Source: an optimization exercise on an open RTL-to-GDS flow (aim: small area). Production flows keep margins and buffers that such runs may drop.
In this exercise RTL edits were held to simulation tests only and were not proved equivalent to the original.
No activity file was given, so power comes from the tool's default toggle rates.

==> flow/design.v <==
`timescale 1ns / 1ps
module XMLDecoder(
    input CLOCK,
    input rst,           
    input inValid,
    input inEop,
    input [7:0] in,
    output reg outValid,
    output reg outEop,
    output reg [7:0] out,
    output isData,
    output isTag,
    output reg isTagName,
    output reg isTagKey,
    output reg isTagValue,
    output reg isComment,
    output reg [3:0] tagDepth,
    output reg depthPush,
    output reg depthPop,
    output [7:0] s0,
    output [7:0] s1,
    output [7:0] s2,
    output [7:0] s3,
    output [7:0] s4,
    output [7:0] s5,
    output [7:0] s6,
    output [7:0] s7
    );
	reg eopn, eopnn, eopnnn;
	reg vnnn, vnn, vn;
	reg [7:0] snnn, snn, sn;
	reg spLt, spDash, spDash2;
	reg isClosingTag;
	reg isSelfClosingTag;
	reg intag;
	reg [7:0] tagno [0:7];
	wire outLt   = out == "<";
	wire outGt   = out == ">";
	wire outDash = out == "-";
	wire outSl   = out == "/";
	wire snLt    = sn == "<";
	wire snGt    = sn == ">";
	wire snSp    = sn == " ";
	wire onTagStartNext = snLt && !(snn == "!" && snnn == "-");
	wire onSelfCloseTag = (outSl || out == "?") && snGt;
	wire isOpeningTag   = intag && !isSelfClosingTag && !isClosingTag;
	wire eopAny = eopn || eopnn || eopnnn;
	wire shift  = inValid || inEop || eopAny;
	wire step   = !outEop && (vn || eopAny) && !isComment;
	wire bump   = step && outGt && (isClosingTag || isSelfClosingTag);
	assign s0 = tagno[0];
	assign s1 = tagno[1];
	assign s2 = tagno[2];
	assign s3 = tagno[3];
	assign s4 = tagno[4];
	assign s5 = tagno[5];
	assign s6 = tagno[6];
	assign s7 = tagno[7];
	assign isTag  = intag && !isComment;
	assign isData = outValid && !intag && !isComment;
	always @(posedge CLOCK) begin
		if (rst) begin
			eopnnn <= 1; eopnn <= 1; eopn <= 1; outEop <= 0;
		end else begin
			eopnnn <= inEop;
			eopnn  <= eopnnn;
			eopn   <= eopnn;
			outEop <= eopn;
		end
	end
	always @(posedge CLOCK) begin
		if (rst) begin
			vnnn <= 0; vnn <= 0; vn <= 0; outValid <= 0;
			snnn <= 0; snn <= 0; sn <= 0; out <= 0;
			spLt <= 0; spDash <= 0; spDash2 <= 0;
		end else if (shift) begin
			vnnn <= inValid; vnn <= vnnn; vn <= vnn; outValid <= vn;
			snnn <= in; snn <= snnn; sn <= snn; out <= sn;
			spLt <= outLt; spDash <= outDash; spDash2 <= outDash && spDash;
		end else begin
			outValid <= 0;
		end
	end
	always @(posedge CLOCK) begin
		if (rst || outEop) begin
			isComment <= 0;
		end else if (vn || eopAny) begin
			isComment <= ((snLt && !eopn) && (snn == "!" && !eopnn) && (snnn == "-" && !eopnnn) && (in == "-" && !inEop) || isComment)
			             && !(outGt && spDash2);
		end
	end
	always @(posedge CLOCK) begin
		if (rst || outEop) begin
			intag <= 0; isClosingTag <= 0; isSelfClosingTag <= 0;
			isTagName <= 0; isTagKey <= 0; isTagValue <= 0;
			tagDepth <= 0; depthPush <= 0; depthPop <= 0;
		end else if (step) begin
			intag <= (intag || onTagStartNext) && !(outGt && !onTagStartNext);
			isTagName <= ((outLt && sn != "/") || (outSl && spLt) || isTagName) && !(snSp || snGt);
			isTagKey <= (intag && out == " " || isTagKey) && sn != "=";
			isTagValue <= (intag && out == "=" || isTagValue) && !(snSp || snGt);
			isClosingTag <= (!outGt && isClosingTag) || (outLt && sn == "/");
			isSelfClosingTag <= (isSelfClosingTag || onSelfCloseTag) && !onTagStartNext;
			if (outGt && isOpeningTag)
				tagDepth <= tagDepth + 4'd1;
			else if (outGt && isClosingTag)
				tagDepth <= tagDepth - 4'd1;
			depthPush <= outGt && isOpeningTag;
			depthPop  <= outGt && isClosingTag;
		end
	end
	wire [7:0] cur = ({8{tagDepth[2:0]==3'd0}} & tagno[0]) | ({8{tagDepth[2:0]==3'd1}} & tagno[1])
	                | ({8{tagDepth[2:0]==3'd2}} & tagno[2]) | ({8{tagDepth[2:0]==3'd3}} & tagno[3])
	                | ({8{tagDepth[2:0]==3'd4}} & tagno[4]) | ({8{tagDepth[2:0]==3'd5}} & tagno[5])
	                | ({8{tagDepth[2:0]==3'd6}} & tagno[6]) | ({8{tagDepth[2:0]==3'd7}} & tagno[7]);
	wire [7:0] nxt = cur + 8'd1;
	wire live = !rst && !outEop;
	wire [7:0] busEven = (live && !tagDepth[0]) ? nxt : 8'd0;
	wire [7:0] busOdd  = (live &&  tagDepth[0]) ? nxt : 8'd0;
	genvar i;
	generate for (i = 0; i < 8; i = i + 1) begin : g_tag
		wire load = rst || (outEop && i != 7) || (bump && (tagDepth == i || (i != 0 && tagDepth == i - 1)));
		always @(posedge CLOCK)
			if (load) tagno[i] <= (i % 2) ? busOdd : busEven;
	end endgenerate
endmodule
==> flow/config.mk <==
export PLATFORM = sky130hd
export DESIGN_NAME = XMLDecoder
export DESIGN_NICKNAME = XMLDecoder
export VERILOG_FILES = /design/flow/design.v
export SDC_FILE = /design/flow/constraint.sdc
export NUM_CORES = 4
export LEC_CHECK = 0
export CAP_MARGIN = 20
export CORE_MARGIN = 2
export CORE_UTILIZATION = 30
export SLEW_MARGIN = 20
==> flow/constraint.sdc <==
create_clock -name core_clock -period 5.0 [get_ports {CLOCK}]
set_input_delay 1.0000 -clock core_clock [delete_from_list [all_inputs] [get_ports {CLOCK}]]
set_output_delay 1.0000 -clock core_clock [all_outputs]
set_load 0.01 [all_outputs]
standard.sh (not shown) runs the stock make flow with config.mk's settings and CLKGATE_MAP_FILE= SYNTH_SCRIPT=/design/flow/synth_recipe.tcl, a recipe that flattens the netlist after the stock synthesis.
==> flow/flow/run.sh <==
#!/bin/bash
# Own layout flow: the standard ORFS flow (standard.sh) with
#  - an area-oriented abc script in synthesis (flow/synth.tcl, flow/area.abc),
#  - the smallest buffer (buf_1) on every input and output port,
#  - CTS without dummy load cells, using small clock buffers.
# The full make output goes to run.log in the work folder; each ORFS tool's log
# is under orfs/logs/.
set -euo pipefail
WORK=$(pwd)
export FLOW_SYNTH_TCL=$WORK/synth_recipe.tcl
export AREA_ABC_SCRIPT=$WORK/flow/area.abc
bash standard.sh \
  "SYNTH_SCRIPT=$WORK/flow/synth.tcl" \
  "BUFFER_PORTS_ARGS=-buffer_cell sky130_fd_sc_hd__buf_1" \
  "CTS_ARGS=-sink_clustering_enable -repair_clock_nets -dont_use_dummy_load -buf_list sky130_fd_sc_hd__clkbuf_4" \
  finish > "$WORK/run.log" 2>&1
==> flow/flow/area.abc <==
&get -n
&st
&deepsyn -T 60
&dch
&nf -R 1000 -p -a -C 32
&put
==> flow/flow/synth.tcl <==
# The standard synthesis (synth_recipe.tcl) with one change: the combinational
# mapping step (abc) runs an area-oriented script, flow/area.abc (a 60 s
# &deepsyn restructuring, then area-recovering &nf mapping), in place of the
# ORFS speed script. Flip-flop mapping and register names are untouched.
proc abc {args} {
  set i [lsearch -exact $args -script]
  if { $i >= 0 } { lset args [expr {$i + 1}] $::env(AREA_ABC_SCRIPT) }
  yosys abc {*}$args
}
source $::env(FLOW_SYNTH_TCL)
==> next run, changes <==
--- a/flow/design.v
+++ b/flow/design.v
@@ -114,13 +114,12 @@
 	                | ({8{tagDepth[2:0]==3'd4}} & tagno[4]) | ({8{tagDepth[2:0]==3'd5}} & tagno[5])
 	                | ({8{tagDepth[2:0]==3'd6}} & tagno[6]) | ({8{tagDepth[2:0]==3'd7}} & tagno[7]);
 	wire [7:0] nxt = cur + 8'd1;
-	wire live = !rst && !outEop;
-	wire [7:0] busEven = (live && !tagDepth[0]) ? nxt : 8'd0;
-	wire [7:0] busOdd  = (live &&  tagDepth[0]) ? nxt : 8'd0;
 	genvar i;
 	generate for (i = 0; i < 8; i = i + 1) begin : g_tag
-		wire load = rst || (outEop && i != 7) || (bump && (tagDepth == i || (i != 0 && tagDepth == i - 1)));
+		wire clr  = rst || (outEop && i != 7);
+		wire inc  = !rst && bump && tagDepth == i;
+		wire keep = !clr && !(bump && (tagDepth == i || (i != 0 && tagDepth == i - 1)));
 		always @(posedge CLOCK)
-			if (load) tagno[i] <= (i % 2) ? busOdd : busEven;
+			tagno[i] <= ({8{inc}} & nxt) | ({8{keep}} & tagno[i]);
 	end endgenerate
 endmodule
Outcome: Setup slack loses 0.58 ns; first-iteration DRC count goes up by about 15%; clock skew falls by 0.0099 ns; via count rose by 18%; area after synthesis goes down by about 1.6%; global-route usage increases by 2.3 points; die area falls by 1.5%; power goes down by 12%; non-clock buffer count shrinks by 4.

==> static timing again, ports no longer ideal <==
The flow's constraints put no driver on any port. The routed layouts listed below were extracted and timed again, unchanged, in two steps. Step 1 (the two cells are an assumption about what drives the block):
set clk [get_ports {CLOCK}]
set_driving_cell -lib_cell sky130_fd_sc_hd__clkbuf_16 $clk
set_driving_cell -lib_cell sky130_fd_sc_hd__buf_2 [delete_from_list [all_inputs] $clk]
Step 2 adds t to the input delays and takes it off the output delays; t is the mean of the earliest and latest rising clock arrival at the registers after step 1. Input paths then give back, and output paths get back, about the clock's delay inside the block. Slacks: ideal / step 1 / step 2; pairs: ideal / step 1.
run	shift t [ns]	setup slack, ns	worst hold slack (ns)	worst slew at a driven data input, ns
the first run	0.525	1.583 / 1.583 / 1.583	0.454 / 0.454 / 0.454	0.05
the second run	0.545	1.001 / 1.001 / 1.001	0.451 / 0.451 / 0.451	0.04
After both steps every run listed still meets setup and hold.
